Source: an optimization exercise on an open RTL-to-GDS flow (aim: small area, a short achievable clock period and few clock cycles per item). Production flows keep margins and buffers that such runs may drop.
At most, simulation tests tie the RTL to the original design; equivalence was not proved.
The RTL of runs 3 to 5 was laid out without a check of its function.
Power is estimated from default activity; no workload was simulated.

File: config.mk
export PLATFORM = sky130hd
export DESIGN_NAME = mod
export DESIGN_NICKNAME = mod
export VERILOG_FILES = /design/flow/design.v
export SDC_FILE = /design/flow/constraint.sdc
export NUM_CORES = 4
export LEC_CHECK = 0
export CAP_MARGIN = 20
export CORE_MARGIN = 2
export CORE_UTILIZATION = 40
export CTS_BUF_LIST = sky130_fd_sc_hd__clkbuf_8
export SETUP_SLACK_MARGIN = 1.0
export SLEW_MARGIN = 20
File: constraint.sdc
create_clock -name core_clock -period 4.5 [get_ports {clk}]
set_input_delay 0.9000 -clock core_clock [delete_from_list [all_inputs] [get_ports {clk}]]
set_output_delay 0.9000 -clock core_clock [all_outputs]
set_load 0.01 [all_outputs]
File: design.v
module mod_cu (
	input clk,
	input reset,
	input fit1,
	input fit3,
	input last,
	output reg busy,
	output reg p1
);
always @(posedge clk) begin
	if (reset) begin
		busy <= 1'b1;
		p1 <= 1'b1;
	end else if (busy) begin
		if (!(p1 & fit1)) begin
			p1 <= 1'b0;
			if (last)
				busy <= 1'b0;
		end
	end
end
endmodule
module mod_dp (
	input clk,
	input reset,
	input [31:0] A,
	input [31:0] B,
	input busy,
	input p1,
	output fit1,
	output fit3,
	output last,
	output [31:0] R
);
	reg [31:0] r, d;
	reg [4:0] cnt;
	wire [31:0] s;
	genvar i;
	generate
		for (i = 0; i < 32; i = i + 1) begin : g_s
			assign s[i] = |r[31:i];
		end
	endgenerate
	assign fit1 = ~d[31] & ~|(d[30:0] & ~s[31:1]);
	assign fit3 = ~|d[31:29] & ~|(d[28:0] & ~s[31:3]);
	assign last = (cnt == 5'd0);
	wire [32:0] diff = {1'b0, r} - {1'b0, d};
	wire ge = ~diff[32];
	wire sh3 = p1 & fit3;
	wire sh1 = p1 & fit1;
	always @(posedge clk) begin
		if (reset) begin
			d <= B;
			cnt <= 5'd0;
		end else if (sh3) begin
			d <= {d[28:0], 3'b000};
			cnt <= cnt + 5'd3;
		end else if (sh1) begin
			d <= {d[30:0], 1'b0};
			cnt <= cnt + 5'd1;
		end else begin
			d <= {1'b0, d[31:1]};
			cnt <= cnt - 5'd1;
		end
	end
	always @(posedge clk) begin
		if (reset)
			r <= A;
		else if (busy & ~sh1 & ge)
			r <= diff[31:0];
	end
	assign R = r;
endmodule
module mod(
	input [31:0] A,
	input [31:0] B,
	input clk,
	input reset,
	output [31:0] Result,
	output done
);
	wire busy, p1, fit1, fit3, ge, last;
	mod_cu io(.clk(clk), .reset(reset), .fit1(fit1), .fit3(fit3), .last(last),
	          .busy(busy), .p1(p1));
	mod_dp i1(.clk(clk), .reset(reset), .A(A), .B(B), .busy(busy), .p1(p1),
	          .fit1(fit1), .fit3(fit3), .last(last), .R(Result));
	assign done = ~busy;
endmodule
File: flow/run.sh
#!/bin/bash
# The standard layout, with the smallest buffer on each port instead of the
# delay cell buffer_ports picks by default.
set -euo pipefail
export BUFFER_PORTS_ARGS="-buffer_cell sky130_fd_sc_hd__buf_1"
bash standard.sh finish > standard.log 2>&1
File: standard.sh
#!/bin/bash
# synth_recipe.tcl (not shown) runs the flow's synth.tcl, then flattens the netlist and writes it again
# the make line also repeats each setting of config.mk as NAME=value (left out here)
make -C /OpenROAD-flow-scripts/flow DESIGN_CONFIG=/design/flow/config.mk WORK_HOME=/design/flow/orfs CLKGATE_MAP_FILE= SYNTH_SCRIPT=/design/flow/synth_recipe.tcl "${@:-finish}"
==> results of run 1 <==
state kept, by name, summed over array words and instances (netlist names):
name     flops
io.p1        1
i1.d        32
io.busy      1
i1.cnt       5
i1.r        32
final timing paths:
| check | startpoint | end | cells past startpoint | slack (ns) |
|---|---|---|---|---|
| worst max-delay path | i1.r[18]$_DFFE_PP_ | i1.cnt[4]$_SDFF_PP0_ | 12 | 1.08 |
| worst min register to register | i1.cnt[0]$_SDFF_PP0_ | i1.cnt[0]$_SDFF_PP0_ | 1 | 0.50 |
| worst min-delay path | i1.cnt[0]$_SDFF_PP0_ | i1.cnt[0]$_SDFF_PP0_ | 1 | 0.50 |
| worst max register to register | i1.r[18]$_DFFE_PP_ | i1.cnt[4]$_SDFF_PP0_ | 12 | 1.08 |
layout make-up:
type                            instances  share of cell area (%)
Sequential cell                        71                    27.1
Clock inverter                          7                    1.15
Timing Repair Buffer                  116                    8.42
Multi-Input combinational cell        486                    54.9
Inverter                               52                    3.04
Tap cell                              176                    3.43
Clock buffer                            9                    1.93
Yosys cell counts (15+ instances only):
cell type | count | area share [%]
o21ai_0 | 59 | 5.4
inv_1 | 51 | 3.5
dfxtp_1 | 39 | 14
nand2_1 | 85 | 5.8
xor2_1 | 15 | 2.4
a2bb2oi_2 | 19 | 5.2
edfxtp_1 | 32 | 17
nor3_1 | 15 | 1.4
a21oi_1 | 34 | 3.1
ha_1 | 34 | 7.7
a221oi_1 | 29 | 4.6
nor2_1 | 29 | 2.0
clkbuf_1 | 17 | 1.2
power by group through the flow:
stage	logic, mW	registers, mW	clock network [mW]
floorplan	2.38	1.39	0
global placement	3.10	1.45	0
detailed placement	3.14	1.45	0
CTS	3.18	1.45	0.554
global route	3.75	1.50	0.576
finish	3.39	1.46	0.548
cells by family (layout without fill, tap and decap cells):
group | count (synthesis) | after routing | synth area share [%]
adders and majority gates | 36 | 36 | 8.45
and+or+nand+nor | 187 | 187 | 16.4
muxes | 5 | 5 | 0.954
xor gates and xnor gates | 26 | 26 | 4.13
DFF | 71 | 71 | 31.6
buffers and inverters | 80 | 184 | 5.95
AOI/OAI and AO/OA | 232 | 232 | 32.5
through the flow:
step	utilization (%)	cell area, um^2	worst slack (ns)	instances
floorplan	-	5530	0.797	637
global placement	45.2	6030	0.956	888
detailed placement	45.2	6030	0.960	888
CTS	46.8	6240	1.01	904
global route	48.1	6420	0.936	917
finish	48.1	6420	1.08	917
per-layer routing:
metal | global-route usage [%] | routed length [um] | vias up
met1 | 30.7 | 7730 | 2522
li1 | - | - | 2579
met3 | 3.62 | 899 | 28
met5 | 0 | 0 | -
met4 | 8.76 | 344 | 0
met2 | 36.6 | 7790 | 180
timing repair:
| item | CTS | global route |
|---|---|---|
| endpoints found under the setup margin | 33 | 36 |
| cloned | 0 | 2 |
| gates resized for setup | 2 | 16 |
| buffers inserted | 0 | 11 |
| pin swaps | 0 | 5 |
==> qor.yml, run 1 <==
cp_num_buf_inv: 1
max_slew_margin_pct: 30.6
cpLargestDelayFamily: "compound AO/OA/AOI/OAI gates"
finalSetupViolCount: 0
p_int_mw: 2.74
num_io_pins: 99
total_power_mw: 5.40
cts.path.max_buffers: 2
n_antenna_cell: 0
ys_ff_latch: 71
dp_hpwl_um: 11900
postSynthCellCount: 637
grt_max_degree: 109
first_pass_iters: 5
detail-route-antenna-nets: 0
place.gp.congestion: 0.901
final_common_cell: "buf_1"
h-tree-depth: 3
cts_num_sinks: 71
yosysWarnings: 2
routed_wirelength_um: 16800
slowest_delay_ns: 0.49
ys_seq_area_share_pct: 31.6
tightest_slew_ns: 1.04
holdBufCountCts: 0
antenna_found_initial: 0
ys.flop_type: "dfxtp_1"
synth_edf_count: 32
power_frac_clock_pct: 10.2
clk_latency_ns: 0.39
routed_via_density: 5.79
hold_path.class: "reg2reg"
vdd_drop_max_uv: 320
drv_cap: 0
cts_root_buf: "clkbuf_8"
vias: 5309
fmax_ghz: 0.292
finClkSkew_ns: 0.0139
grtUsageTotal_pct: 22.8
swShare_pct: 49.3
switching_power_mw: 2.66
syn_nets: 739
setup_tns_ns: 0
syn-cell-area_mm2: 0.00551
multiInputGateArea_mm2: 0.00352
nNetsFinal: 838
crit_fanout: 4
finalCritPeriodShare_pct: 76.0
grt_pass1_wl_um: 26300
end_kind: "flip-flop"
synth.distinct_cells: 76
grt.overflow.total: 0
die_w_um: 121
avgSynthCellArea_um2: 8.65
p_per_area_mw_per_mm2: 841
whs_ns: 0.501
slew_violations: 0
drcViolationCount: 0
start_util_pct: 41.3
crit_chain: "or3_4 -> o32ai_2 -> a311o_1 -> a211oi_1 -> o2111a_1 -> and4b_1 -> inv_1 -> fa_1 -> o21ai_0 -> nand2b_1 -> mux2i_1 -> mux2_2"
arrival_ns: 3.71
p_leak_nw: 2.58
cpMaxStageDelayCell: "fa_1"
required_ns: 4.79
seq_power_share_pct: 27.1
crit_type: "reg2reg"
hold_violations: 0
fillers: 1332
io_buffer_count: 98
post_drt_wl_per_cell_um: 18.3
min_period_ns: 3.42
status: "finished clean"
most-common-layout-cells: "97 x buf_1, 85 x nand2_1, 58 x o21ai_0, 51 x inv_1, 39 x dfxtp_1"
clk_pin_slew_ns: 0.09
startpoint_type: "flip-flop"
die_area_mm2: 0.0147
die_h_um: 121
rsz0062_at_grt: "yes"
drive_gt1_share_pct: 11.6
regArea_mm2: 0.00174
numCtsBuffers: 9
grt_pass1_vias: 5175
fp.coreArea_mm2: 0.0133
area_delta_synth_final_pct: 16.5
drt_iter0_markers: 394
rows: 42
combPwrFrac_pct: 62.8
async_flop_share_pct: 0
cts_tree: "yes"
Testbench counts, summed over its fixed seeds: cycles 6,090, items 720.
==> inputs of run 2 (changes only) <==
--- a/config.mk
+++ b/config.mk
@@ -10,4 +10,5 @@
 export CORE_UTILIZATION = 40
 export CTS_BUF_LIST = sky130_fd_sc_hd__clkbuf_8
-export SETUP_SLACK_MARGIN = 1.0
+export SETUP_SLACK_MARGIN = 1.2
 export SLEW_MARGIN = 20
+export TNS_END_PERCENT = 0
==> run 2 against run 1 <==
Sequential cell count unchanged. Fmax up 3.6%. Sequential share of layout area down 0.47 points. Die area unchanged. Power up 2.6%. Critical path type unchanged. Critical endpoint unchanged. Highest routed layer unchanged.
==> qor.yml, run 2 <==
hold_path.class: "reg2reg"  # unchanged
crit_fanout: 3  # was 4
first_pass_iters: 5  # unchanged
die_w_um: 121  # unchanged
top_regs: "i1.d (32), i1.r (32), i1.cnt (5)"  # unchanged
io_buffer_count: 98  # unchanged
antenna_found_initial: 0  # unchanged
grt_max_degree: 109  # unchanged
grtUsageTotal_pct: 23.3  # was 22.8%
synth.distinct_cells: 76  # unchanged
finalCritPeriodShare_pct: 73.4  # was 76.0%
routed_via_density: 5.81  # was 5.79
crit_type: "reg2reg"  # unchanged
synth_edf_count: 32  # unchanged
most-common-layout-cells: "97 x buf_1, 85 x nand2_1, 57 x o21ai_0, 51 x inv_1, 36 x dfxtp_1"  # was 97 x buf_1, 85 x nand2_1, 58 x o21ai_0, 51 x inv_1, 39 x dfxtp_1
cts_root_buf: "clkbuf_8"  # unchanged
final_util_pct: 49.0  # was 48.1%
synth_common_cells: "85 x nand2_1, 59 x o21ai_0, 51 x inv_1"  # unchanged
clk_latency_ns: 0.39  # about the same
required_ns: 4.78  # was 4.79 ns
fmax_ghz: 0.303  # was 0.292 GHz
startpoint_type: "flip-flop"  # unchanged
place.gp.congestion: 0.901  # unchanged
dp_hpwl_um: 11900  # unchanged
drcViolationCount: 0  # unchanged
p_per_area_mw_per_mm2: 847  # was 841 mW/mm^2
rows: 42  # unchanged
cts_tree: "yes"  # unchanged
h-tree-depth: 3  # unchanged
grt_pass1_vias: 5266  # was 5,175
yosysWarnings: 2  # unchanged
arrival_ns: 3.58  # was 3.71 ns
ys.flop_type: "dfxtp_1"  # unchanged
ys_seq_area_share_pct: 31.6  # unchanged
slew_violations: 0  # unchanged
total_power_mw: 5.54  # was 5.40 mW
max_slew_margin_pct: 29.3  # was 30.6%
drt_iter0_markers: 408  # was 394
clk_pin_slew_ns: 0.09  # about the same
num_io_pins: 99  # unchanged
yosysMostFrequentCell: "nand2_1"  # unchanged
tightest_slew_ns: 1.06  # was 1.04 ns
area_delta_synth_final_pct: 18.8  # was 16.5%
whs_ns: 0.502  # was 0.501 ns
rsz0062_at_grt: "yes"  # unchanged
vdd_drop_max_uv: 338  # was 320 uV
drv_cap: 0  # unchanged
die_h_um: 121  # unchanged
n_antenna_cell: 0  # unchanged
avgSynthCellArea_um2: 8.65  # unchanged
detail-route-antenna-nets: 0  # unchanged
nNetsFinal: 845  # was 838
p_leak_nw: 2.63  # was 2.58 nW
fp.coreArea_mm2: 0.0133  # unchanged
async_flop_share_pct: 0  # unchanged
cts_num_sinks: 71  # unchanged
syn_nets: 739  # unchanged
finClkSkew_ns: 0.0130  # was 0.0139 ns
yosys.area.top_type: "edfxtp_1"  # unchanged
syn-cell-area_mm2: 0.00551  # unchanged
ys_ff_latch: 71  # unchanged
setup_tns_ns: 0  # unchanged
finalSetupViolCount: 0  # unchanged
synthTopCellsByArea: "edfxtp_1 17%, dfxtp_1 14%, ha_1 7.7%, nand2_1 5.8%, o21ai_0 5.4%"  # unchanged
synth_top_cell_area_share_pct: 17.4  # unchanged
min_period_ns: 3.30  # was 3.42 ns
start_util_pct: 41.3  # unchanged
cts.path.max_buffers: 2  # unchanged
post_drt_wl_per_cell_um: 18.5  # was 18.3 um
status: "finished clean"  # unchanged
numCtsBuffers: 9  # unchanged
routed_wirelength_um: 17100  # was 16,800 um
vias: 5373  # was 5,309
hold_violations: 0  # unchanged
end_kind: "flip-flop"  # unchanged
grt.overflow.total: 0  # unchanged
postSynthCellCount: 637  # unchanged
drive_gt1_share_pct: 13.5  # was 11.6%
grt_pass1_wl_um: 27000  # was 26,300 um
final_common_cell: "buf_1"  # unchanged
die_area_mm2: 0.0147  # unchanged
==> run 2: cells by family after synthesis <==
group / synth area share, %
AO/OA/AOI/OAI: 32.5
AND/OR/NAND/NOR: 16.4
XOR/XNOR: 4.13
buffers and inverters: 5.95
flip-flops: 31.6
adder cells (fa/ha/maj): 8.45
multiplexers: 0.954
==> run 2: layout make-up <==
cell class / instances / area (um^2)
fillers: 1330 / 6800
multi-input cells: 486 / 3550
flip-flops and latches: 71 / 1750
repair buffers: 123 / 631
well taps: 176 / 220
inverters: 52 / 195
clock buffers: 9 / 124
clock inverters: 7 / 73.8
==> run 2: worst max-delay path, cell delays in order (launching register included) <==
cell and delay, ns:
edfxtp_1 0.47, or3_4 0.41, o32ai_2 0.26, a311o_1 0.17, a211oi_1 0.10, o2111a_1 0.29, and4b_1 0.27, inv_1 0.08
fa_2 0.42, o21ai_0 0.17, nand2b_1 0.07, mux2i_1 0.14, mux2_2 0.34
==> run 2: timing repair <==
| item | 4_1_cts | 5_1_grt |
|---|---|---|
| setup endpoints to repair | 36 | 49 |
| pin swaps | 1 | 8 |
| gates cloned | 1 | 2 |
| hold buffers | 0 | 0 |
| gates resized for setup | 13 | 15 |
| setup buffers | 9 | 8 |
==> run 2: metrics by stage <==
stage | instances | setup WS, ns | instance area (um^2)
after detailed placement | 888 | 0.960 | 6030
after global routing | 924 | 1.06 | 6540
after floorplan | 637 | 0.797 | 5530
final | 924 | 1.20 | 6540
after global placement | 888 | 0.956 | 6030
after CTS | 914 | 1.18 | 6370
==> run 2: path summary, 6_finish.rpt <==
kind	slack, ns	from	to	depth (start not counted)
setup / recovery	1.20	i1.r[19]$_DFFE_PP_	i1.cnt[4]$_SDFF_PP0_	12
hold / removal	0.50	io.p1$_SDFFE_PP1P_	io.p1$_SDFFE_PP1P_	1
setup reg to reg	1.20	i1.r[19]$_DFFE_PP_	i1.cnt[4]$_SDFF_PP0_	12
hold reg to reg	0.50	io.p1$_SDFFE_PP1P_	io.p1$_SDFFE_PP1P_	1
==> run 2: where the power goes <==
part	leakage [nW]	switching (mW)	internal (mW)
Sequential	0.653	0.400	1.05
Combinational	1.88	2.02	1.52
Clock	0.0992	0.286	0.257
==> run 2: layer usage <==
layer | up-vias | GRT usage (%) | share of wire, %
li1 | 2594 | - | -
met1 | 2565 | 31.4 | 46
met2 | 184 | 37.3 | 46
met3 | 30 | 3.85 | 5.9
met4 | 0 | 9.48 | 2.2
met5 | - | 0 | 0
==> inputs of run 3 (changes only) <==
--- a/design.v
+++ b/design.v
@@ -45,6 +45,30 @@
 	assign fit3 = ~|d[31:29] & ~|(d[28:0] & ~s[31:3]);
 	assign last = (cnt == 5'd0);
-	wire [32:0] diff = {1'b0, r} - {1'b0, d};
-	wire ge = ~diff[32];
+	wire [31:0] diff = r - d;
+	wire [31:0] g0 = r & ~d;
+	wire [31:0] e0 = ~(r ^ d);
+	wire [15:0] g1, e1;
+	wire [7:0] g2, e2;
+	wire [3:0] g3, e3;
+	wire [1:0] g4, e4;
+	generate
+		for (i = 0; i < 16; i = i + 1) begin : g_c1
+			assign g1[i] = g0[2*i+1] | (e0[2*i+1] & g0[2*i]);
+			assign e1[i] = e0[2*i+1] & e0[2*i];
+		end
+		for (i = 0; i < 8; i = i + 1) begin : g_c2
+			assign g2[i] = g1[2*i+1] | (e1[2*i+1] & g1[2*i]);
+			assign e2[i] = e1[2*i+1] & e1[2*i];
+		end
+		for (i = 0; i < 4; i = i + 1) begin : g_c3
+			assign g3[i] = g2[2*i+1] | (e2[2*i+1] & g2[2*i]);
+			assign e3[i] = e2[2*i+1] & e2[2*i];
+		end
+		for (i = 0; i < 2; i = i + 1) begin : g_c4
+			assign g4[i] = g3[2*i+1] | (e3[2*i+1] & g3[2*i]);
+			assign e4[i] = e3[2*i+1] & e3[2*i];
+		end
+	endgenerate
+	wire ge = g4[1] | (e4[1] & (g4[0] | e4[0]));
 	wire sh3 = p1 & fit3;
 	wire sh1 = p1 & fit1;
@@ -68,5 +92,5 @@
 			r <= A;
 		else if (busy & ~sh1 & ge)
-			r <= diff[31:0];
+			r <= diff;
 	end
 	assign R = r;
--- a/config.mk
+++ b/config.mk
@@ -10,5 +10,4 @@
 export CORE_UTILIZATION = 40
 export CTS_BUF_LIST = sky130_fd_sc_hd__clkbuf_8
-export SETUP_SLACK_MARGIN = 1.2
+export SETUP_SLACK_MARGIN = 1.0
 export SLEW_MARGIN = 20
-export TNS_END_PERCENT = 0
==> run 3 against run 2 <==
Core utilization is 1.2 points higher. Clock power is 23% higher. Clock-buffer cell count grew 1. Cell count is 1.8% higher. Non-clock buffer count is 8 higher. Synthesized cell count increased by 1.4%. Die area down 0.46%. Critical path depth did not move. Clock skew rose by 0.0026 ns. Sequential share of layout area decreased by 0.54 points. Critical path type unchanged. Highest routed layer unchanged.
==> qor.yml, run 3 <==
rr_endpoint: "i1.cnt[4]$_SDFF_PP0_"  # unchanged
combPwrFrac_pct: 64.2  # was 64.0%
cts_root_buf: "clkbuf_8"  # unchanged
min_period_ns: 3.39  # was 3.30 ns
hold_violations: 0  # unchanged
die_w_um: 121  # about the same
syn_nets: 749  # was 739
crit_chain: "nor4_4 -> nand4b_4 -> or3_4 -> or3_1 -> nand4_4 -> or2_4 -> buf_12 -> ha_1 -> o21ai_2 -> nand2b_1 -> mux2i_1 -> mux2_1"  # was or3_4 -> o32ai_2 -> a311o_1 -> a211oi_1 -> o2111a_1 -> and4b_1 -> inv_1 -> fa_2 -> o21ai_0 -> nand2b_1 -> mux2i_1 -> mux2_2
cts_num_sinks: 71  # unchanged
area_delta_synth_final_pct: 21.7  # was 18.8%
dp_hpwl_um: 12100  # was 11,900 um
postSynthCellCount: 646  # was 637
yosys.area.top_type: "edfxtp_1"  # unchanged
first_pass_iters: 5  # unchanged
use_met1_pct: 33.4  # was 31.4%
detail-route-antenna-nets: 0  # unchanged
p_leak_nw: 2.66  # was 2.63 nW
drt_iter0_markers: 522  # was 408
nNetsFinal: 863  # was 845
finalCritPeriodShare_pct: 75.3  # was 73.4%
post_drt_wl_per_cell_um: 18.5  # about the same
most-common-layout-cells: "97 x buf_1, 64 x o21ai_0, 53 x nand2_1, 47 x inv_1"  # was 97 x buf_1, 85 x nand2_1, 57 x o21ai_0, 51 x inv_1, 36 x dfxtp_1
routed_via_density: 5.81  # about the same
final_common_cell: "buf_1"  # unchanged
rows: 42  # unchanged
routed_wirelength_um: 17400  # was 17,100 um
top_regs: "i1.d (32), i1.r (32), i1.cnt (5)"  # unchanged
grt_max_degree: 60  # was 109
rsz0062_at_grt: "no"  # was yes
synth.distinct_cells: 59  # was 76
fmax_ghz: 0.295  # was 0.303 GHz
seq_power_share_pct: 24.6  # was 26.2%
max_slew_margin_pct: 52.8  # was 29.3%
p_per_area_mw_per_mm2: 897  # was 847 mW/mm^2
io_buffer_count: 98  # unchanged
start_util_pct: 41.2  # was 41.3%
cpMaxStageDelayCell: "edfxtp_1"  # unchanged
fillers: 1283  # was 1,330
setup_tns_ns: 0  # unchanged
ys.flop_type: "dfxtp_1"  # unchanged
ys_seq_area_share_pct: 31.8  # was 31.6%
end_kind: "flip-flop"  # unchanged
clk_pin_slew_ns: 0.08  # was 0.09 ns
synthTopCellsByArea: "edfxtp_1 18%, dfxtp_1 14%, ha_1 8.0%, o21ai_0 6.1%, a22oi_1 5.1%"  # was edfxtp_1 17%, dfxtp_1 14%, ha_1 7.7%, nand2_1 5.8%, o21ai_0 5.4%
die_area_mm2: 0.0147  # about the same
placed_cells: 895  # was 888
slowest_delay_ns: 0.44  # was 0.47 ns
synth_common_cells: "67 x o21ai_0, 54 x nand2_1, 48 x inv_1"  # was 85 x nand2_1, 59 x o21ai_0, 51 x inv_1
syn-cell-area_mm2: 0.00548  # was 0.00551 mm^2
synth_edf_count: 32  # unchanged
crit-reg2reg-launch: "i1.r[29]$_DFFE_PP_"  # was i1.r[19]$_DFFE_PP_
cts.path.max_buffers: 2  # unchanged
async_flop_share_pct: 0  # unchanged
r2r_slack_ns: 1.11  # was 1.20 ns
power_frac_clock_pct: 11.2  # was 9.8%
place.gp.congestion: 0.972  # was 0.901
switching_power_mw: 2.89  # was 2.71 mW
vdd_drop_max_uv: 349  # was 338 uV
slew_violations: 0  # unchanged
tightest_slew_ns: 0.704  # was 1.06 ns
antenna_found_initial: 0  # unchanged
status: "finished clean"  # unchanged
grt.overflow.total: 0  # unchanged
hold_depth: 1  # unchanged
finalSetupViolCount: 0  # unchanged
numCtsBuffers: 9  # unchanged
required_ns: 4.77  # was 4.78 ns
grtUsageTotal_pct: 23.7  # was 23.3%
use_met2_pct: 37.5  # was 37.3%
drv_cap: 0  # unchanged
grt_pass1_wl_um: 27300  # was 27,000 um
grt_busiest_layer: "met2"  # unchanged
die_h_um: 121  # about the same
p_int_mw: 3.09  # was 2.83 mW
hold_path.class: "reg2reg"  # unchanged
met3_usage_pct: 2.68  # was 3.85%
synth_top_cell_area_share_pct: 17.5  # was 17.4%
ys_ff_latch: 71  # unchanged
yosysWarnings: 2  # unchanged
arrival_ns: 3.66  # was 3.58 ns
crit_fanout: 18  # was 3
crit_type: "reg2reg"  # unchanged
drive_gt1_share_pct: 14.0  # was 13.5%
final_util_pct: 50.2  # was 49.0%
fp.coreArea_mm2: 0.0133  # about the same
final_cells: 941  # was 924
avgSynthCellArea_um2: 8.49  # was 8.65 um^2
grt_pass1_vias: 5152  # was 5,266
regArea_mm2: 0.00174  # was 0.00175 mm^2
drcViolationCount: 0  # unchanged
num_io_pins: 99  # unchanged
whs_endpoint: "io.p1$_SDFFE_PP1P_"  # unchanged
reg2reg_depth: 12  # unchanged
swShare_pct: 48.3  # was 48.9%
multiInputGateArea_mm2: 0.00359  # was 0.00355 mm^2
yosysMostFrequentCell: "o21ai_0"  # was nand2_1
hold_path.startpoint: "io.p1$_SDFFE_PP1P_"  # unchanged
vias: 5464  # was 5,373
n_antenna_cell: 0  # unchanged
clk_latency_ns: 0.38  # was 0.39 ns
finClkSkew_ns: 0.0155  # was 0.0130 ns
startpoint_type: "flip-flop"  # unchanged
h-tree-depth: 3  # unchanged
cts_tree: "yes"  # unchanged
[run 3: changes by cell type in the layout (fill, tap and decap cells not counted), moves of 7 or more]
cell	previous run	this run
o21ai_1	4	22
a2bb2oi_1	8	0
nand2_1	85	53
a21o_1	13	20
o21ai_0	57	64
a2bb2oi_2	19	0
a22oi_2	0	20
a22oi_1	0	37
buf_4	20	28
a221oi_1	29	4
[run 3: metal layers]
metal | vias to the layer above | wire length, um
li1 | 2659 | -
met1 | 2599 | 8010
met2 | 183 | 8050
met3 | 23 | 970
met4 | 0 | 342
met5 | - | 0
[run 3: power by group through the flow]
stage | clock network (mW) | logic (mW) | registers, mW
after floorplan | 0 | 2.49 | 1.43
after global placement | 0 | 3.27 | 1.48
after detailed placement | 0 | 3.32 | 1.49
after CTS | 0.676 | 3.65 | 1.46
after global routing | 0.692 | 4.23 | 1.51
final | 0.668 | 3.84 | 1.47
[run 3: final cells by class]
cell class	count	area share, %
clock buffers	10	2.06
well taps	176	3.30
flip-flops and latches	71	26.1
repair buffers	131	10.3
clock inverters	6	1.74
inverters	48	2.70
multi-input cells	499	53.8
[run 3: worst max-delay path by stage]
stage                                   from              endpoint  slack, ns  cells past startpoint
after floorplan           i1.r[30]$_DFFE_PP_  i1.cnt[4]$_SDFF_PP0_       1.00                     15
after global placement       i1.d[9]$_DFF_P_    i1.r[11]$_DFFE_PP_       0.85                     11
after detailed placement  i1.r[30]$_DFFE_PP_  i1.cnt[4]$_SDFF_PP0_       0.73                     12
after CTS                 i1.r[28]$_DFFE_PP_  i1.cnt[4]$_SDFF_PP0_       0.98                     12
after global routing       i1.r[6]$_DFFE_PP_  i1.cnt[4]$_SDFF_PP0_       0.94                     13
final                     i1.r[29]$_DFFE_PP_  i1.cnt[4]$_SDFF_PP0_       1.11                     12
[run 3: metrics by stage]
| step | power (mW) | hold slack, ns | instance area [um^2] | worst slack, ns |
|---|---|---|---|---|
| 3_3_place_gp | 4.75 | 0.440 | 5990 | 0.855 |
| 6_report | 5.99 | 0.459 | 6680 | 1.11 |
| 5_1_grt | 6.44 | 0.478 | 6680 | 0.935 |
| 4_1_cts | 5.79 | 0.458 | 6510 | 0.985 |
| 3_5_place_dp | 4.81 | 0.439 | 5990 | 0.735 |
| 2_1_floorplan | 3.92 | 0.426 | 5510 | 1.00 |
[run 3: cell families after synthesis]
kind of cell	Yosys count	share of synthesized area (%)
simple gates	169	16.2
fa+ha+maj	37	8.72
flops	71	31.8
compound gates	257	31.8
xor+xnor	28	4.47
mux	5	0.981
buf+inv	79	6.09
[run 3: repair_timing]
action	4_1_cts	5_1_grt
resized for setup	15	18
hold buffers	0	0
endpoints found under the hold margin	0	0
setup endpoints to repair	35	41
cloned	3	1
buffers inserted	16	10
pin swaps	7	15
[run 3: critical path: cells and delay by family, from the launching register on]
kind | cells | cell delay, ns
muxes | 2 | 0.56
adders and majority gates | 1 | 0.29
DFF | 1 | 0.44
buffers and inverters | 1 | 0.15
and+or+nand+nor | 7 | 1.75
AOI/OAI and AO/OA | 1 | 0.08
==> inputs of run 4 (changes only) <==
--- a/config.mk
+++ b/config.mk
@@ -10,4 +10,4 @@
 export CORE_UTILIZATION = 40
 export CTS_BUF_LIST = sky130_fd_sc_hd__clkbuf_8
-export SETUP_SLACK_MARGIN = 1.0
+export SETUP_SLACK_MARGIN = 2.0
 export SLEW_MARGIN = 20
==> run 4 against run 3 <==
Clock power decreased by 9.7%. Clock skew is 0.0067 ns lower. Final area is 17% higher. Clock-buffer cell count unchanged. Sequential power barely moved. Worst setup slack better by 0.079 ns. Non-clock buffer count increased by 60. Critical path depth increased by 1. Combinational power rose by 36%. Fmax is 2.4% higher. Critical endpoint unchanged. Largest cell class unchanged.
==> qor.yml, run 4 <==
vdd_drop_max_uv: 424  # was 349 uV
status: "finished clean"  # unchanged
tightest_slew_ns: 0.653  # was 0.704 ns
crit_fanout: 3  # was 18
place.gp.congestion: 0.897  # was 0.972
finalCritPeriodShare_pct: 73.6  # was 75.3%
nNetsFinal: 923  # was 863
end_kind: "flip-flop"  # unchanged
rows: 42  # unchanged
yosys.area.top_type: "edfxtp_1"  # unchanged
clk_latency_ns: 0.38  # about the same
hold_path.class: "reg2reg"  # unchanged
holdBufCountCts: 0  # unchanged
cpMostUsedCell: "nor3_4"
routed_wirelength_um: 19000  # was 17,400 um
ys.flop_type: "dfxtp_1"  # unchanged
vias: 5766  # was 5,464
total_power_mw: 7.32  # was 5.99 mW
arrival_ns: 3.58  # was 3.66 ns
cp_num_buf_inv: 1  # unchanged
finClkSkew_ns: 0.00887  # was 0.0155 ns
startpoint_type: "flip-flop"  # unchanged
grt_pass1_vias: 5418  # was 5,152
synth_edf_count: 32  # unchanged
dp_hpwl_um: 12200  # was 12,100 um
drt_iter0_markers: 384  # was 522
multiInputGateArea_mm2: 0.00414  # was 0.00359 mm^2
fp.coreArea_mm2: 0.0133  # unchanged
ys_ff_latch: 71  # unchanged
synth.distinct_cells: 59  # unchanged
regArea_mm2: 0.00176  # was 0.00174 mm^2
placed_cells: 893  # was 895
final_cells: 1001  # was 941
synth_common_cells: "67 x o21ai_0, 54 x nand2_1, 48 x inv_1"  # unchanged
cpLargestDelayFamily: "simple AND/OR/NAND/NOR gates"  # unchanged
slew_violations: 0  # unchanged
antenna_found_initial: 0  # unchanged
start_util_pct: 41.2  # unchanged
die_area_mm2: 0.0147  # unchanged
p_leak_nw: 3.08  # was 2.66 nW
slowest_delay_ns: 0.55  # was 0.44 ns
yosysWarnings: 2  # unchanged
avgSynthCellArea_um2: 8.49  # unchanged
top_regs: "i1.d (32), i1.r (32), i1.cnt (5)"  # unchanged
reg2reg_depth: 13  # was 12
fillers: 1177  # was 1,283
routed_via_density: 5.76  # was 5.81
drcViolationCount: 0  # unchanged
grt_max_degree: 64  # was 60
ys_seq_area_share_pct: 31.8  # unchanged
drv_cap: 0  # unchanged
final_util_pct: 58.6  # was 50.2%
die_h_um: 121  # unchanged
cts.path.max_buffers: 2  # unchanged
cpMaxStageDelayCell: "or4_4"  # was edfxtp_1
crit_chain: "or4_4 -> nor3_4 -> a31oi_1 -> o221ai_1 -> a21oi_2 -> and4_4 -> nor3_4 -> inv_2 -> fa_2 -> o21ai_2 -> nand2b_1 -> mux2i_1 -> mux2_1"  # was nor4_4 -> nand4b_4 -> or3_4 -> or3_1 -> nand4_4 -> or2_4 -> buf_12 -> ha_1 -> o21ai_2 -> nand2b_1 -> mux2i_1 -> mux2_1
synth_top_cell_area_share_pct: 17.5  # unchanged
io_buffer_count: 98  # unchanged
r2r_slack_ns: 1.19  # was 1.11 ns
whs_endpoint: "io.p1$_SDFFE_PP1P_"  # unchanged
grtUsageTotal_pct: 24.7  # was 23.7%
p_per_area_mw_per_mm2: 939  # was 897 mW/mm^2
first_pass_iters: 5  # unchanged
grt_pass1_wl_um: 28200  # was 27,300 um
most-common-layout-cells: "97 x buf_1, 67 x buf_4, 52 x nand2_1, 46 x inv_1, 42 x o21ai_1"  # was 97 x buf_1, 64 x o21ai_0, 53 x nand2_1, 47 x inv_1
cts_root_buf: "clkbuf_8"  # unchanged
required_ns: 4.77  # about the same
drive_gt1_share_pct: 29.9  # was 14.0%
crit-reg2reg-launch: "i1.r[6]$_DFFE_PP_"  # was i1.r[29]$_DFFE_PP_
async_flop_share_pct: 0  # unchanged
finalSetupViolCount: 0  # unchanged
final_common_cell: "buf_1"  # unchanged
cts_tree: "yes"  # unchanged
fmax_ghz: 0.302  # was 0.295 GHz
hold_depth: 1  # unchanged
min_period_ns: 3.31  # was 3.39 ns
crit_type: "reg2reg"  # unchanged
post_drt_wl_per_cell_um: 19.0  # was 18.5 um
cts_num_sinks: 71  # unchanged
numCtsBuffers: 9  # unchanged
rr_endpoint: "i1.cnt[4]$_SDFF_PP0_"  # unchanged
whs_ns: 0.483  # was 0.459 ns
synthTopCellsByArea: "edfxtp_1 18%, dfxtp_1 14%, ha_1 8.0%, o21ai_0 6.1%, a22oi_1 5.1%"  # unchanged
yosysMostFrequentCell: "o21ai_0"  # unchanged
max_slew_margin_pct: 56.5  # was 52.8%
hold_path.startpoint: "io.p1$_SDFFE_PP1P_"  # unchanged
n_antenna_cell: 0  # unchanged
h-tree-depth: 3  # unchanged
area_delta_synth_final_pct: 42.2  # was 21.7%
die_w_um: 121  # unchanged
setup_tns_ns: 0  # unchanged
postSynthCellCount: 646  # unchanged
clk_pin_slew_ns: 0.08  # about the same
detail-route-antenna-nets: 0  # unchanged
syn_nets: 749  # unchanged
syn-cell-area_mm2: 0.00548  # unchanged
grt.overflow.total: 0  # unchanged
hold_violations: 0  # unchanged
num_io_pins: 99  # unchanged
rsz0062_at_grt: "yes"  # was no
==> run 4: cell counts after synthesis <==
No cell type changed its count.
==> run 4: cells by family (layout without fill, tap and decap cells) <==
family                   count (synthesis)  count (layout)  synth area share, %
flip-flops                              71              71                 31.8
AO/OA/AOI/OAI                          257             259                 31.8
buffers and inverters                   79             255                 6.09
AND/OR/NAND/NOR                        169             170                 16.2
adder cells (fa/ha/maj)                 37              37                 8.72
multiplexers                             5               5                0.981
XOR/XNOR                                28              28                 4.47
==> run 4: worst max path at each step <==
stage,endpoint,cells after the start,startpoint
after floorplan,i1.cnt[4]$_SDFF_PP0_,15,i1.r[8]$_DFFE_PP_
after CTS,i1.cnt[4]$_SDFF_PP0_,13,i1.r[8]$_DFFE_PP_
after global placement,i1.cnt[4]$_SDFF_PP0_,12,i1.r[24]$_DFFE_PP_
after detailed placement,i1.cnt[4]$_SDFF_PP0_,13,i1.r[24]$_DFFE_PP_
after global routing,i1.cnt[3]$_SDFF_PP0_,13,i1.r[6]$_DFFE_PP_
final,i1.cnt[4]$_SDFF_PP0_,13,i1.r[6]$_DFFE_PP_
==> run 4: stage by stage <==
step	instance area (um^2)	setup WS (ns)
6_report	7800	1.19
3_5_place_dp	6170	0.773
5_1_grt	7800	1.00
2_1_floorplan	5730	1.18
3_3_place_gp	6170	0.904
4_1_cts	7080	1.21
==> run 4: final cells by class <==
cell class	instances	share of cell area (%)
clock buffers	10	1.77
clock inverters	6	1.08
inverters	48	2.31
multi-input cells	499	53.1
flip-flops and latches	71	22.5
well taps	176	2.82
repair buffers	191	16.4
==> run 4: what timing repair did <==
action	in CTS	in global routing
endpoints found under the setup margin	88	89
cloned	7	2
pin swaps	27	42
gates resized for setup	65	90
buffers inserted	40	43
==> run 4: per-layer routing <==
layer / wire (um) / GRT usage (%)
met4: 505 / 9.45
met1: 8350 / 33.4
met3: 1210 / 4.51
met2: 8940 / 39.0
met5: 0 / 0
==> run 4: worst register-to-register path, delay by kind of cell (launching register included) <==
family | cells | cell delay [ns]
muxes | 2 | 0.52
adders and majority gates | 1 | 0.37
DFF | 1 | 0.42
AOI/OAI and AO/OA | 4 | 0.61
buffers and inverters | 1 | 0.07
and+or+nand+nor | 5 | 1.24
==> run 4: report_power, final <==
group / switching (mW) / internal, mW / total (mW)
clock: 0.277 / 0.326 / 0.603
combinational: 2.73 / 2.49 / 5.23
sequential: 0.423 / 1.07 / 1.49
==> inputs of run 5 (changes only) <==
--- a/config.mk
+++ b/config.mk
@@ -10,4 +10,4 @@
 export CORE_UTILIZATION = 40
 export CTS_BUF_LIST = sky130_fd_sc_hd__clkbuf_8
-export SETUP_SLACK_MARGIN = 2.0
+export SETUP_SLACK_MARGIN = 1.5
 export SLEW_MARGIN = 20
==> run 5 against run 4 <==
Synthesized cell count did not move. Routed wire length fell by 5.4%. Power fell by 14%. Sequential cell count did not move. First-iteration DRC count rose by 28%. Highest routed layer unchanged.
==> qor.yml, run 5 <==
finClkSkew_ns: 0.0123  # was 0.00887 ns
drive_gt1_share_pct: 20.5  # was 29.9%
hold_violations: 0  # unchanged
startpoint_type: "flip-flop"  # unchanged
synth.distinct_cells: 59  # unchanged
first_pass_iters: 9  # was 5
start_util_pct: 41.2  # unchanged
rows: 42  # unchanged
fp.coreArea_mm2: 0.0133  # unchanged
yosys.area.top_type: "edfxtp_1"  # unchanged
io_buffer_count: 98  # unchanged
yosysMostFrequentCell: "o21ai_0"  # unchanged
synth_top_cell_area_share_pct: 17.5  # unchanged
numCtsBuffers: 9  # unchanged
min_period_ns: 3.27  # was 3.31 ns
grt_max_degree: 94  # was 64
p_per_area_mw_per_mm2: 907  # was 939 mW/mm^2
h-tree-depth: 3  # unchanged
place.gp.congestion: 0.965  # was 0.897
crit_fanout: 4  # was 3
vdd_drop_max_uv: 383  # was 424 uV
synthAdderAreaFrac_pct: 8.72  # unchanged
clk_pin_slew_ns: 0.08  # about the same
clk_latency_ns: 0.38  # about the same
crit-reg2reg-launch: "i1.r[9]$_DFFE_PP_"  # was i1.r[6]$_DFFE_PP_
synthMuxAreaShare_pct: 0.981  # unchanged
area_delta_synth_final_pct: 26.7  # was 42.2%
ys.flop_type: "dfxtp_1"  # unchanged
whs_ns: 0.473  # was 0.483 ns
slew_violations: 0  # unchanged
drt_iter0_markers: 490  # was 384
nNetsFinal: 875  # was 923
reg2reg_depth: 13  # unchanged
whs_endpoint: "io.p1$_SDFFE_PP1P_"  # unchanged
die_w_um: 121  # unchanged
crit_type: "reg2reg"  # unchanged
ys_seq_area_share_pct: 31.8  # unchanged
detail-route-antenna-nets: 0  # unchanged
final_util_pct: 52.2  # was 58.6%
finalSetupViolCount: 0  # unchanged
grt.overflow.total: 0  # unchanged
cts_tree: "yes"  # unchanged
required_ns: 4.75  # was 4.77 ns
num_io_pins: 99  # unchanged
hold_depth: 1  # unchanged
vias: 5615  # was 5,766
routed_wirelength_um: 18000  # was 19,000 um
max_slew_margin_pct: 33.1  # was 56.5%
yosys.area_share.simple_pct: 16.2  # unchanged
postSynthCellCount: 646  # unchanged
end_kind: "flip-flop"  # unchanged
fmax_ghz: 0.306  # was 0.302 GHz
syn-cell-area_mm2: 0.00548  # unchanged
dp_hpwl_um: 12200  # about the same
drv_cap: 0  # unchanged
n_antenna_cell: 0  # unchanged
antenna_found_initial: 0  # unchanged
synth_common_cells: "67 x o21ai_0, 54 x nand2_1, 48 x inv_1"  # unchanged
finalCritPeriodShare_pct: 72.7  # was 73.6%
tightest_slew_ns: 1.00  # was 0.653 ns
grt_pass1_vias: 5225  # was 5,418
status: "finished clean"  # unchanged
hold_path.startpoint: "io.p1$_SDFFE_PP1P_"  # unchanged
die_area_mm2: 0.0147  # unchanged
syn_nets: 749  # unchanged
hold_path.class: "reg2reg"  # unchanged
final_cell_area_mm2: 0.00695  # was 0.00780 mm^2
ys_ff_latch: 71  # unchanged
top_regs: "i1.d (32), i1.r (32), i1.cnt (5)"  # unchanged
grtUsageTotal_pct: 24.1  # was 24.7%
drcViolationCount: 0  # unchanged
synthXorXnorAreaFrac_pct: 4.47  # unchanged
setup_tns_ns: 0  # unchanged
cts.path.max_buffers: 2  # unchanged
synthTopCellsByArea: "edfxtp_1 18%, dfxtp_1 14%, ha_1 8.0%, o21ai_0 6.1%, a22oi_1 5.1%"  # unchanged
arrival_ns: 3.52  # was 3.58 ns
most-common-layout-cells: "97 x buf_1, 60 x o21ai_0, 53 x nand2_1, 49 x inv_1, 38 x buf_4"  # was 97 x buf_1, 67 x buf_4, 52 x nand2_1, 46 x inv_1, 42 x o21ai_1
synth_top_family_by_area: "compound AO/OA/AOI/OAI gates"  # unchanged
yosysWarnings: 2  # unchanged
final_common_cell: "buf_1"  # unchanged
cts_root_buf: "clkbuf_8"  # unchanged
rsz0062_at_grt: "yes"  # unchanged
avgSynthCellArea_um2: 8.49  # unchanged
grt_pass1_wl_um: 27700  # was 28,200 um
r2r_slack_ns: 1.23  # was 1.19 ns
post_drt_wl_per_cell_um: 18.9  # was 19.0 um
fillers: 1267  # was 1,177
placed_cell_area_mm2: 0.00602  # was 0.00617 mm^2
synth-compound-area-share_pct: 31.8  # unchanged
cts_num_sinks: 71  # unchanged
die_h_um: 121  # unchanged
rr_endpoint: "i1.cnt[4]$_SDFF_PP0_"  # unchanged
async_flop_share_pct: 0  # unchanged
routed_via_density: 5.89  # was 5.76
p_leak_nw: 2.72  # was 3.08 nW
synth_edf_count: 32  # unchanged
run 5: cell counts after synthesis:
No cell type changed its count.
run 5: what timing repair did:
| item | 4_1_cts | 5_1_grt |
|---|---|---|
| cloned | 3 | 3 |
| setup endpoints to repair | 74 | 74 |
| pin swaps | 15 | 21 |
| hold buffers | 0 | 0 |
| resized for setup | 38 | 43 |
| setup buffers | 28 | 10 |
run 5: cell type report:
type                            instances  area [um^2]  area share, %
Sequential cell                        71         1760           25.3
Inverter                               48          180           2.59
Clock buffer                           10          138           1.98
Tap cell                              176          220           3.17
Timing Repair Buffer                  143          752           10.8
Multi-Input combinational cell        499         3840           55.3
Clock inverter                          6         52.6          0.757
run 5: logic make-up (layout without fill, tap and decap cells):
kind of cell | Yosys count | count (layout)
xor+xnor | 28 | 28
compound gates | 257 | 259
mux | 5 | 5
buf+inv | 79 | 207
flops | 71 | 71
fa+ha+maj | 37 | 37
simple gates | 169 | 170
run 5: metrics by stage:
| step | cells | worst slack, ns | total power, mW |
|---|---|---|---|
| 3_5_place_dp | 893 | 0.712 | 4.85 |
| 5_1_grt | 953 | 1.11 | 6.75 |
| 6_report | 953 | 1.23 | 6.30 |
| 3_3_place_gp | 893 | 0.784 | 4.78 |
| 2_1_floorplan | 646 | 1.18 | 3.98 |
| 4_1_cts | 940 | 1.27 | 5.85 |
run 5: how the worst max path moves through the flow:
stage	start	end	slack [ns]	cells after the start
after global placement	i1.r[30]$_DFFE_PP_	i1.r[14]$_DFFE_PP_	0.78	8
after floorplan	i1.r[8]$_DFFE_PP_	i1.cnt[4]$_SDFF_PP0_	1.18	15
after CTS	i1.r[8]$_DFFE_PP_	i1.cnt[4]$_SDFF_PP0_	1.27	13
after global routing	i1.r[8]$_DFFE_PP_	i1.cnt[4]$_SDFF_PP0_	1.11	13
after detailed placement	i1.r[30]$_DFFE_PP_	i1.r[11]$_DFFE_PP_	0.71	9
final	i1.r[9]$_DFFE_PP_	i1.cnt[4]$_SDFF_PP0_	1.23	13
run 5: worst max-delay path, stage by stage, from the launching register on:
cell,delay (ns)
edfxtp_1,0.49
or4_4,0.48
nor3_4,0.24
a31oi_1,0.11
o221ai_1,0.26
a21oi_2,0.11
and4_4,0.20
nor3_4,0.15
inv_2,0.06
fa_2,0.37
o21ai_2,0.14
nand2b_1,0.06
mux2i_1,0.15
mux2_1,0.34
run 5: layer usage:
metal	global-route usage, %	routed length (um)	vias up
met3	3.48	1120	37
met1	34.2	8240	2684
met2	37.1	8200	221
met4	9.08	415	0
met5	0	0	-
li1	-	-	2673
run 5: report_power, final:
group | leakage (nW) | switching, mW | total [mW] | internal (mW)
registers | 0.655 | 0.415 | 1.49 | 1.07
logic | 1.95 | 2.41 | 4.29 | 1.88
clock network | 0.108 | 0.264 | 0.529 | 0.265
==> inputs of run 6 (changes only) <==
--- a/design.v
+++ b/design.v
@@ -73,4 +73,9 @@
 	wire sh3 = p1 & fit3;
 	wire sh1 = p1 & fit1;
+	wire [4:0] c = cnt;
+	wire [4:0] cnt_p1 = {c[4] ^ (&c[3:0]), c[3] ^ (&c[2:0]), c[2] ^ (&c[1:0]), c[1] ^ c[0], ~c[0]};
+	wire [4:0] cnt_m1 = {c[4] ^ ~|c[3:0], c[3] ^ ~|c[2:0], c[2] ^ ~|c[1:0], c[1] ^ ~c[0], ~c[0]};
+	wire k1 = c[1] | c[0];
+	wire [4:0] cnt_p3 = {c[4] ^ (c[3] & c[2] & k1), c[3] ^ (c[2] & k1), c[2] ^ k1, ~(c[1] ^ c[0]), ~c[0]};
 	always @(posedge clk) begin
 		if (reset) begin
@@ -79,11 +84,11 @@
 		end else if (sh3) begin
 			d <= {d[28:0], 3'b000};
-			cnt <= cnt + 5'd3;
+			cnt <= cnt_p3;
 		end else if (sh1) begin
 			d <= {d[30:0], 1'b0};
-			cnt <= cnt + 5'd1;
+			cnt <= cnt_p1;
 		end else begin
 			d <= {1'b0, d[31:1]};
-			cnt <= cnt - 5'd1;
+			cnt <= cnt_m1;
 		end
 	end
--- a/config.mk
+++ b/config.mk
@@ -10,4 +10,4 @@
 export CORE_UTILIZATION = 40
 export CTS_BUF_LIST = sky130_fd_sc_hd__clkbuf_8
-export SETUP_SLACK_MARGIN = 1.5
+export SETUP_SLACK_MARGIN = 1.0
 export SLEW_MARGIN = 20
==> run 6 against run 5 <==
Still clean on timing, DRC and antenna. Synthesized cell count rose by 9.6%. Die area increased by 4.1%. Combinational power shrank 19%. Non-clock buffer count is 38 lower. Worst setup slack worse by 0.10 ns. Synthesized area rose by 4.2%. Cell count is 2.3% higher. Largest cell class unchanged.
==> qor.yml, run 6 <==
status: "finished clean"  # unchanged
grtUsageTotal_pct: 23.0  # was 24.1%
tightest_slew_ns: 0.638  # was 1.00 ns
ys_seq_area_share_pct: 30.5  # was 31.8%
nNetsFinal: 892  # was 875
synthTopCellsByArea: "edfxtp_1 17%, dfxtp_1 14%, mux2i_1 9.1%, ha_1 7.7%, o21ai_0 6.4%"  # was edfxtp_1 18%, dfxtp_1 14%, ha_1 8.0%, o21ai_0 6.1%, a22oi_1 5.1%
min_period_ns: 3.37  # was 3.27 ns
numCtsBuffers: 9  # unchanged
grt_pass1_vias: 5418  # was 5,225
vdd_drop_max_uv: 309  # was 383 uV
synth_top_cell_area_share_pct: 16.8  # was 17.5%
rsz0062_at_grt: "yes"  # unchanged
crit-reg2reg-launch: "i1.r[11]$_DFFE_PP_"  # was i1.r[9]$_DFFE_PP_
final_common_cell: "buf_1"  # unchanged
crit_fanout: 6  # was 4
synthXorXnorAreaFrac_pct: 3.83  # was 4.47%
synth_common_cells: "91 x nand2_1, 73 x o21ai_0, 52 x inv_1, 52 x mux2i_1, 48 x a21oi_1"  # was 67 x o21ai_0, 54 x nand2_1, 48 x inv_1
fillers: 1405  # was 1,267
routed_via_density: 5.74  # was 5.89
ys_ff_latch: 71  # unchanged
cts_num_sinks: 71  # unchanged
yosys.area_share.simple_pct: 17.9  # was 16.2%
hold_violations: 0  # unchanged
crit_type: "reg2reg"  # unchanged
total_power_mw: 5.50  # was 6.30 mW
synthAdderAreaFrac_pct: 8.02  # was 8.72%
postSynthCellCount: 708  # was 646
drv_cap: 0  # unchanged
post_cts_buffers: 0  # was 28
cts.path.max_buffers: 2  # unchanged
slew_violations: 0  # unchanged
startpoint_type: "flip-flop"  # unchanged
hold_path.class: "reg2reg"  # unchanged
hold_path.startpoint: "i1.cnt[0]$_SDFF_PP0_"  # was io.p1$_SDFFE_PP1P_
start_util_pct: 41.0  # was 41.2%
detail-route-antenna-nets: 0  # unchanged
yosys.area.top_type: "edfxtp_1"  # unchanged
fmax_ghz: 0.296  # was 0.306 GHz
finalCritPeriodShare_pct: 75.0  # was 72.7%
syn_nets: 810  # was 749
first_pass_iters: 5  # was 9
synth-compound-area-share_pct: 24.1  # was 31.8%
die_w_um: 124  # was 121 um
whs_endpoint: "i1.cnt[0]$_SDFF_PP0_"  # was io.p1$_SDFFE_PP1P_
setup_tns_ns: 0  # unchanged
n_antenna_cell: 0  # unchanged
routed_wirelength_um: 17000  # was 18,000 um
grt.overflow.total: 0  # unchanged
post_drt_wl_per_cell_um: 17.5  # was 18.9 um
clk_pin_slew_ns: 0.08  # about the same
h-tree-depth: 3  # unchanged
r2r_slack_ns: 1.13  # was 1.23 ns
finalSetupViolCount: 0  # unchanged
synth_top_family_by_area: "compound AO/OA/AOI/OAI gates"  # unchanged
vias: 5599  # was 5,615
arrival_ns: 3.49  # was 3.52 ns
die_h_um: 124  # was 121 um
grt_pass1_wl_um: 27200  # was 27,700 um
required_ns: 4.61  # was 4.75 ns
syn-cell-area_mm2: 0.00571  # was 0.00548 mm^2
cts_root_buf: "clkbuf_8"  # unchanged
synth.distinct_cells: 67  # was 59
placed_cells: 959  # was 893
io_buffer_count: 98  # unchanged
most-common-layout-cells: "97 x buf_1, 91 x nand2_1, 73 x o21ai_0, 53 x inv_1, 52 x mux2i_1"  # was 97 x buf_1, 60 x o21ai_0, 53 x nand2_1, 49 x inv_1, 38 x buf_4
p_leak_nw: 2.72  # about the same
max_slew_margin_pct: 57.5  # was 33.1%
clk_latency_ns: 0.38  # about the same
startpoint: "i1.r[11]$_DFFE_PP_"  # was i1.r[9]$_DFFE_PP_
synthMuxAreaShare_pct: 9.57  # was 0.981%
cts_tree: "yes"  # unchanged
finClkSkew_ns: 0.00979  # was 0.0123 ns
end_kind: "flip-flop"  # unchanged
grt_max_degree: 73  # was 94
avgSynthCellArea_um2: 8.07  # was 8.49 um^2
area_delta_synth_final_pct: 14.2  # was 26.7%
rr_endpoint: "i1.r[24]$_DFFE_PP_"  # was i1.cnt[4]$_SDFF_PP0_
hold_depth: 1  # unchanged
fp.coreArea_mm2: 0.0139  # was 0.0133 mm^2
yosysMostFrequentCell: "nand2_1"  # was o21ai_0
synth_edf_count: 32  # unchanged
dp_hpwl_um: 13000  # was 12,200 um
ys.flop_type: "dfxtp_1"  # unchanged
reg2reg_depth: 10  # was 13
holdBufCountCts: 0  # unchanged
die_area_mm2: 0.0153  # was 0.0147 mm^2
top_regs: "i1.d (32), i1.r (32), i1.cnt (5)"  # unchanged
p_per_area_mw_per_mm2: 844  # was 907 mW/mm^2
num_io_pins: 99  # unchanged
rows: 43  # was 42
async_flop_share_pct: 0  # unchanged
antenna_found_initial: 0  # unchanged
final_cells: 975  # was 953
drive_gt1_share_pct: 4.78  # was 20.5%
drcViolationCount: 0  # unchanged
yosysWarnings: 2  # unchanged
place.gp.congestion: 0.920  # was 0.965
drt_iter0_markers: 419  # was 490
-- run 6: how the worst max path moves through the flow --
stage / endpoint / slack (ns)
2_1_floorplan: i1.r[0]$_DFFE_PP_ / 1.01
3_3_place_gp: i1.r[11]$_DFFE_PP_ / 0.94
3_5_place_dp: i1.r[18]$_DFFE_PP_ / 0.91
4_1_cts: i1.r[24]$_DFFE_PP_ / 1.00
5_1_grt: i1.cnt[4]$_SDFF_PP0_ / 0.96
6_report: i1.r[24]$_DFFE_PP_ / 1.13
-- run 6: kinds of logic after synthesis --
family | Yosys count
flip-flops | 71
buffers and inverters | 88
adder cells (fa/ha/maj) | 36
XOR/XNOR | 25
multiplexers | 54
AND/OR/NAND/NOR | 214
AO/OA/AOI/OAI | 220
-- run 6: report_power, final --
group | internal [mW] | leakage, nW | total (mW) | switching, mW
clock network | 0.382 | 0.129 | 0.655 | 0.273
logic | 1.41 | 1.95 | 3.47 | 2.06
registers | 1.04 | 0.651 | 1.37 | 0.333
total | 2.84 | 2.72 | 5.50 | 2.67
-- run 6: layout make-up --
class / instances / area, um^2 / area share (%)
repair buffers: 105 / 432 / 6.62
multi-input cells: 549 / 3680 / 56.4
inverters: 54 / 203 / 3.11
flip-flops and latches: 71 / 1740 / 26.7
well taps: 180 / 225 / 3.45
clock buffers: 10 / 138 / 2.11
clock inverters: 6 / 106 / 1.63
-- run 6: per-layer routing --
layer,part of all wire [%],vias up,global-route usage [%]
met5,0,-,0
met4,3.6,0,11.2
met3,5.0,42,3.37
met2,45,185,36.4
met1,47,2616,30.7
li1,-,2756,-
-- run 6: through the flow --
stage	hold slack, ns	util (%)	instance area [um^2]	setup slack [ns]
after floorplan	0.402	-	5750	1.01
after global placement	0.412	44.9	6250	0.939
after detailed placement	0.425	44.9	6250	0.911
after CTS	0.441	46.7	6500	1.00
after global routing	0.451	46.8	6520	0.963
final	0.437	46.8	6520	1.13
-- run 6: worst max-delay path: stages (launching register included) --
cell and delay (ns):
edfxtp_1 0.46, ha_1 0.41, a21oi_1 0.22, o221ai_1 0.18
a21oi_1 0.28, nor2b_1 0.08, a311o_1 0.37, o311ai_1 0.49
and2_0 0.35, xor2_1 0.19, o21ai_0 0.08
-- run 6: repair_timing --
item                                    CTS  global route
gates cloned                              0             0
endpoints found under the setup margin   25            52
pin swaps                                 0             0
gates resized for setup                   1             6
Testbench counts of run 6, summed over its fixed seeds: cycles 6,090, items 720.
==> inputs of run 7 (changes only) <==
--- a/config.mk
+++ b/config.mk
@@ -10,4 +10,4 @@
 export CORE_UTILIZATION = 40
 export CTS_BUF_LIST = sky130_fd_sc_hd__clkbuf_8
-export SETUP_SLACK_MARGIN = 1.0
+export SETUP_SLACK_MARGIN = 1.4
 export SLEW_MARGIN = 20
==> run 7 against run 6 <==
Synthesized cell count is the same. Worst hold slack improved by 0.0078 ns. First-iteration DRC count increased by 13%. Largest power group unchanged.
==> qor.yml, run 7 <==
r2r_slack_ns: 1.42  # was 1.13 ns
clk_pin_slew_ns: 0.08  # about the same
vias: 5816  # was 5,599
fp.coreArea_mm2: 0.0139  # unchanged
arrival_ns: 3.34  # was 3.49 ns
total_power_mw: 6.09  # was 5.50 mW
end_kind: "flip-flop"  # unchanged
hold_path.class: "reg2reg"  # unchanged
drcViolationCount: 0  # unchanged
yosysMostFrequentCell: "nand2_1"  # unchanged
rows: 43  # unchanged
grt_max_degree: 60  # was 73
max_slew_margin_pct: 60.0  # was 57.5%
synth_edf_count: 32  # unchanged
postSynthCellCount: 708  # unchanged
rsz0062_at_grt: "yes"  # unchanged
routed_wirelength_um: 18600  # was 17,000 um
most-common-layout-cells: "97 x buf_1, 90 x nand2_1, 71 x o21ai_0, 53 x inv_1, 52 x mux2i_1"  # was 97 x buf_1, 91 x nand2_1, 73 x o21ai_0, 53 x inv_1, 52 x mux2i_1
rr_endpoint: "i1.cnt[4]$_SDFF_PP0_"  # was i1.r[24]$_DFFE_PP_
cts_num_sinks: 71  # unchanged
async_flop_share_pct: 0  # unchanged
synthTopCellsByArea: "edfxtp_1 17%, dfxtp_1 14%, mux2i_1 9.1%, ha_1 7.7%, o21ai_0 6.4%"  # unchanged
status: "finished clean"  # unchanged
io_buffer_count: 98  # unchanged
start_util_pct: 41.0  # unchanged
cts_tree: "yes"  # unchanged
crit_fanout: 6  # unchanged
first_pass_iters: 5  # unchanged
place.gp.congestion: 0.957  # was 0.920
reg2reg_depth: 9  # was 10
n_antenna_cell: 0  # unchanged
drt_iter0_markers: 472  # was 419
ys_seq_area_share_pct: 30.5  # unchanged
synth_top_cell_area_share_pct: 16.8  # unchanged
antenna_found_initial: 0  # unchanged
final_cell_area_mm2: 0.00709  # was 0.00652 mm^2
fmax_ghz: 0.324  # was 0.296 GHz
clk_latency_ns: 0.37  # was 0.38 ns
finalSetupViolCount: 0  # unchanged
ys_ff_latch: 71  # unchanged
whs_ns: 0.444  # was 0.437 ns
top_regs: "i1.d (32), i1.r (32), i1.cnt (5)"  # unchanged
p_per_area_mw_per_mm2: 859  # was 844 mW/mm^2
fin_ws_ns: 1.42  # was 1.13 ns
endpoint: "i1.cnt[4]$_SDFF_PP0_"  # was i1.r[24]$_DFFE_PP_
synth.distinct_cells: 67  # unchanged
finalCritPeriodShare_pct: 68.5  # was 75.0%
slew_violations: 0  # unchanged
h-tree-depth: 3  # unchanged
grt_pass1_vias: 5535  # was 5,418
grtUsageTotal_pct: 23.3  # was 23.0%
drv_cap: 0  # unchanged
avgSynthCellArea_um2: 8.07  # unchanged
die_area_mm2: 0.0153  # unchanged
placed_cell_area_mm2: 0.00627  # was 0.00625 mm^2
dp_hpwl_um: 13200  # was 13,000 um
crit-reg2reg-launch: "i1.r[21]$_DFFE_PP_"  # was i1.r[11]$_DFFE_PP_
hold_violations: 0  # unchanged
num_io_pins: 99  # unchanged
syn-cell-area_mm2: 0.00571  # unchanged
vdd_drop_max_uv: 314  # was 309 uV
startpoint: "i1.r[21]$_DFFE_PP_"  # was i1.r[11]$_DFFE_PP_
post_drt_wl_per_cell_um: 18.3  # was 17.5 um
tightest_slew_ns: 0.595  # was 0.638 ns
cts_root_buf: "clkbuf_8"  # unchanged
area_delta_synth_final_pct: 24.0  # was 14.2%
grt_pass1_wl_um: 27600  # was 27,200 um
detail-route-antenna-nets: 0  # unchanged
hold_depth: 1  # unchanged
syn_nets: 810  # unchanged
numCtsBuffers: 9  # unchanged
p_leak_nw: 2.95  # was 2.72 nW
die_h_um: 124  # unchanged
die_w_um: 124  # unchanged
required_ns: 4.76  # was 4.61 ns
grt.overflow.total: 0  # unchanged
final_common_cell: "buf_1"  # unchanged
holdBufCountCts: 0  # unchanged
setup_tns_ns: 0  # unchanged
drive_gt1_share_pct: 13.8  # was 4.78%
startpoint_type: "flip-flop"  # unchanged
yosysWarnings: 2  # unchanged
cts.path.max_buffers: 2  # unchanged
pre_cts_ws_ns: 0.807  # was 0.911 ns
crit_type: "reg2reg"  # unchanged
synth_common_cells: "91 x nand2_1, 73 x o21ai_0, 52 x inv_1, 52 x mux2i_1, 48 x a21oi_1"  # unchanged
routed_via_density: 5.75  # was 5.74
fillers: 1340  # was 1,405
nNetsFinal: 929  # was 892
ys.flop_type: "dfxtp_1"  # unchanged
finClkSkew_ns: 0.0107  # was 0.00979 ns
yosys.area.top_type: "edfxtp_1"  # unchanged
min_period_ns: 3.08  # was 3.37 ns
-- run 7: cell counts after synthesis --
Identical to the previous run, type by type.
-- run 7: routing by layer --
layer,vias to the layer above,share of wire (%),global-route usage (%)
met1,2742,45,30.2
met4,0,2.8,10.4
met5,-,0,0
met2,212,47,38.7
met3,39,5.3,3.09
li1,2823,-,-
-- run 7: stage by stage --
step	utilization [%]	instances
global route	50.9	1012
finish	50.9	1012
detailed placement	45.0	959
CTS	47.3	979
global placement	45.0	959
floorplan	-	708
-- run 7: what timing repair did --
item	in CTS	in global routing
gates resized for setup	17	48
endpoints found under the setup margin	71	64
pin swaps	4	23
cloned	0	4
buffers inserted	4	29
-- run 7: cells by family after synthesis --
| logic type | after synthesis | synth area share, % |
|---|---|---|
| buffers and inverters | 88 | 6.11 |
| AOI/OAI and AO/OA | 220 | 24.1 |
| xor gates and xnor gates | 25 | 3.83 |
| muxes | 54 | 9.57 |
| adders and majority gates | 36 | 8.02 |
| DFF | 71 | 30.5 |
| and+or+nand+nor | 214 | 17.9 |
-- run 7: worst max-delay path, stage by stage (launching register included) --
cell	delay (ns)
edfxtp_1	0.52
nor4_2	0.09
a21oi_1	0.14
o221ai_1	0.16
a221oi_2	0.35
o22ai_2	0.14
or4b_4	0.60
or4_4	0.52
o211a_1	0.16
mux2_4	0.29
-- run 7: cell type report --
| class | count | area [um^2] | share of cell area, % |
|---|---|---|---|
| Clock buffer | 11 | 151 | 2.14 |
| Sequential cell | 71 | 1750 | 24.7 |
| Multi-Input combinational cell | 550 | 3930 | 55.4 |
| Inverter | 54 | 203 | 2.86 |
| Clock inverter | 5 | 72.6 | 1.02 |
| Tap cell | 180 | 225 | 3.18 |
| Timing Repair Buffer | 141 | 758 | 10.7 |
-- run 7: power by group --
group	internal [mW]	total [mW]	switching [mW]	leakage (nW)
Combinational	1.79	4.10	2.31	2.18
Sequential	1.05	1.39	0.342	0.652
Clock	0.338	0.604	0.266	0.122
-- run 7: worst min-delay path by stage --
| stage | slack [ns] | start | end |
|---|---|---|---|
| 3_5_place_dp | 0.43 | i1.cnt[0]$_SDFF_PP0_ | i1.cnt[0]$_SDFF_PP0_ |
| 6_report | 0.44 | i1.cnt[0]$_SDFF_PP0_ | i1.cnt[0]$_SDFF_PP0_ |
| 4_1_cts | 0.44 | i1.cnt[0]$_SDFF_PP0_ | i1.cnt[0]$_SDFF_PP0_ |
| 2_1_floorplan | 0.40 | i1.cnt[0]$_SDFF_PP0_ | i1.cnt[0]$_SDFF_PP0_ |
| 3_3_place_gp | 0.41 | i1.cnt[0]$_SDFF_PP0_ | i1.cnt[0]$_SDFF_PP0_ |
| 5_1_grt | 0.46 | i1.cnt[0]$_SDFF_PP0_ | i1.cnt[0]$_SDFF_PP0_ |

-- re-timing with driven ports --
The results above use ideal ports. As a check the final layouts listed here were re-extracted and re-timed, cells and wires unchanged. Step 1 (the two cells are an assumption about what drives the block):
set clk [get_ports {clk}]
set_driving_cell -lib_cell sky130_fd_sc_hd__clkbuf_16 $clk
set_driving_cell -lib_cell sky130_fd_sc_hd__buf_2 [delete_from_list [all_inputs] $clk]
Step 2 adds t to the input delays and takes it off the output delays; t is the mean of the earliest and latest rising clock arrival at the registers after step 1. Input paths then give back, and output paths get back, about the clock's delay inside the block. Slacks: no drivers / after step 1 / after step 2; pairs: no drivers / after step 1.
run | t (ns) | setup WS [ns] | worst register clock-pin slew, ns | worst data-port slew with drivers (ns)
run 1 | 0.423 | 1.081 / 1.081 / 1.081 | 0.09 / 0.09 | 0.04
run 2 | 0.418 | 1.199 / 1.199 / 1.199 | 0.09 / 0.09 | 0.04
run 3 | 0.406 | 1.111 / 1.111 / 1.111 | 0.09 / 0.09 | 0.04
run 4 | 0.409 | 1.190 / 1.190 / 1.190 | 0.09 / 0.09 | 0.04
run 5 | 0.405 | 1.229 / 1.229 / 1.229 | 0.09 / 0.09 | 0.04
run 6 | 0.412 | 1.125 / 1.125 / 1.125 | 0.08 / 0.08 | 0.04
run 7 | 0.403 | 1.418 / 1.418 / 1.418 | 0.09 / 0.09 | 0.04
After both steps every run listed still meets setup and hold.
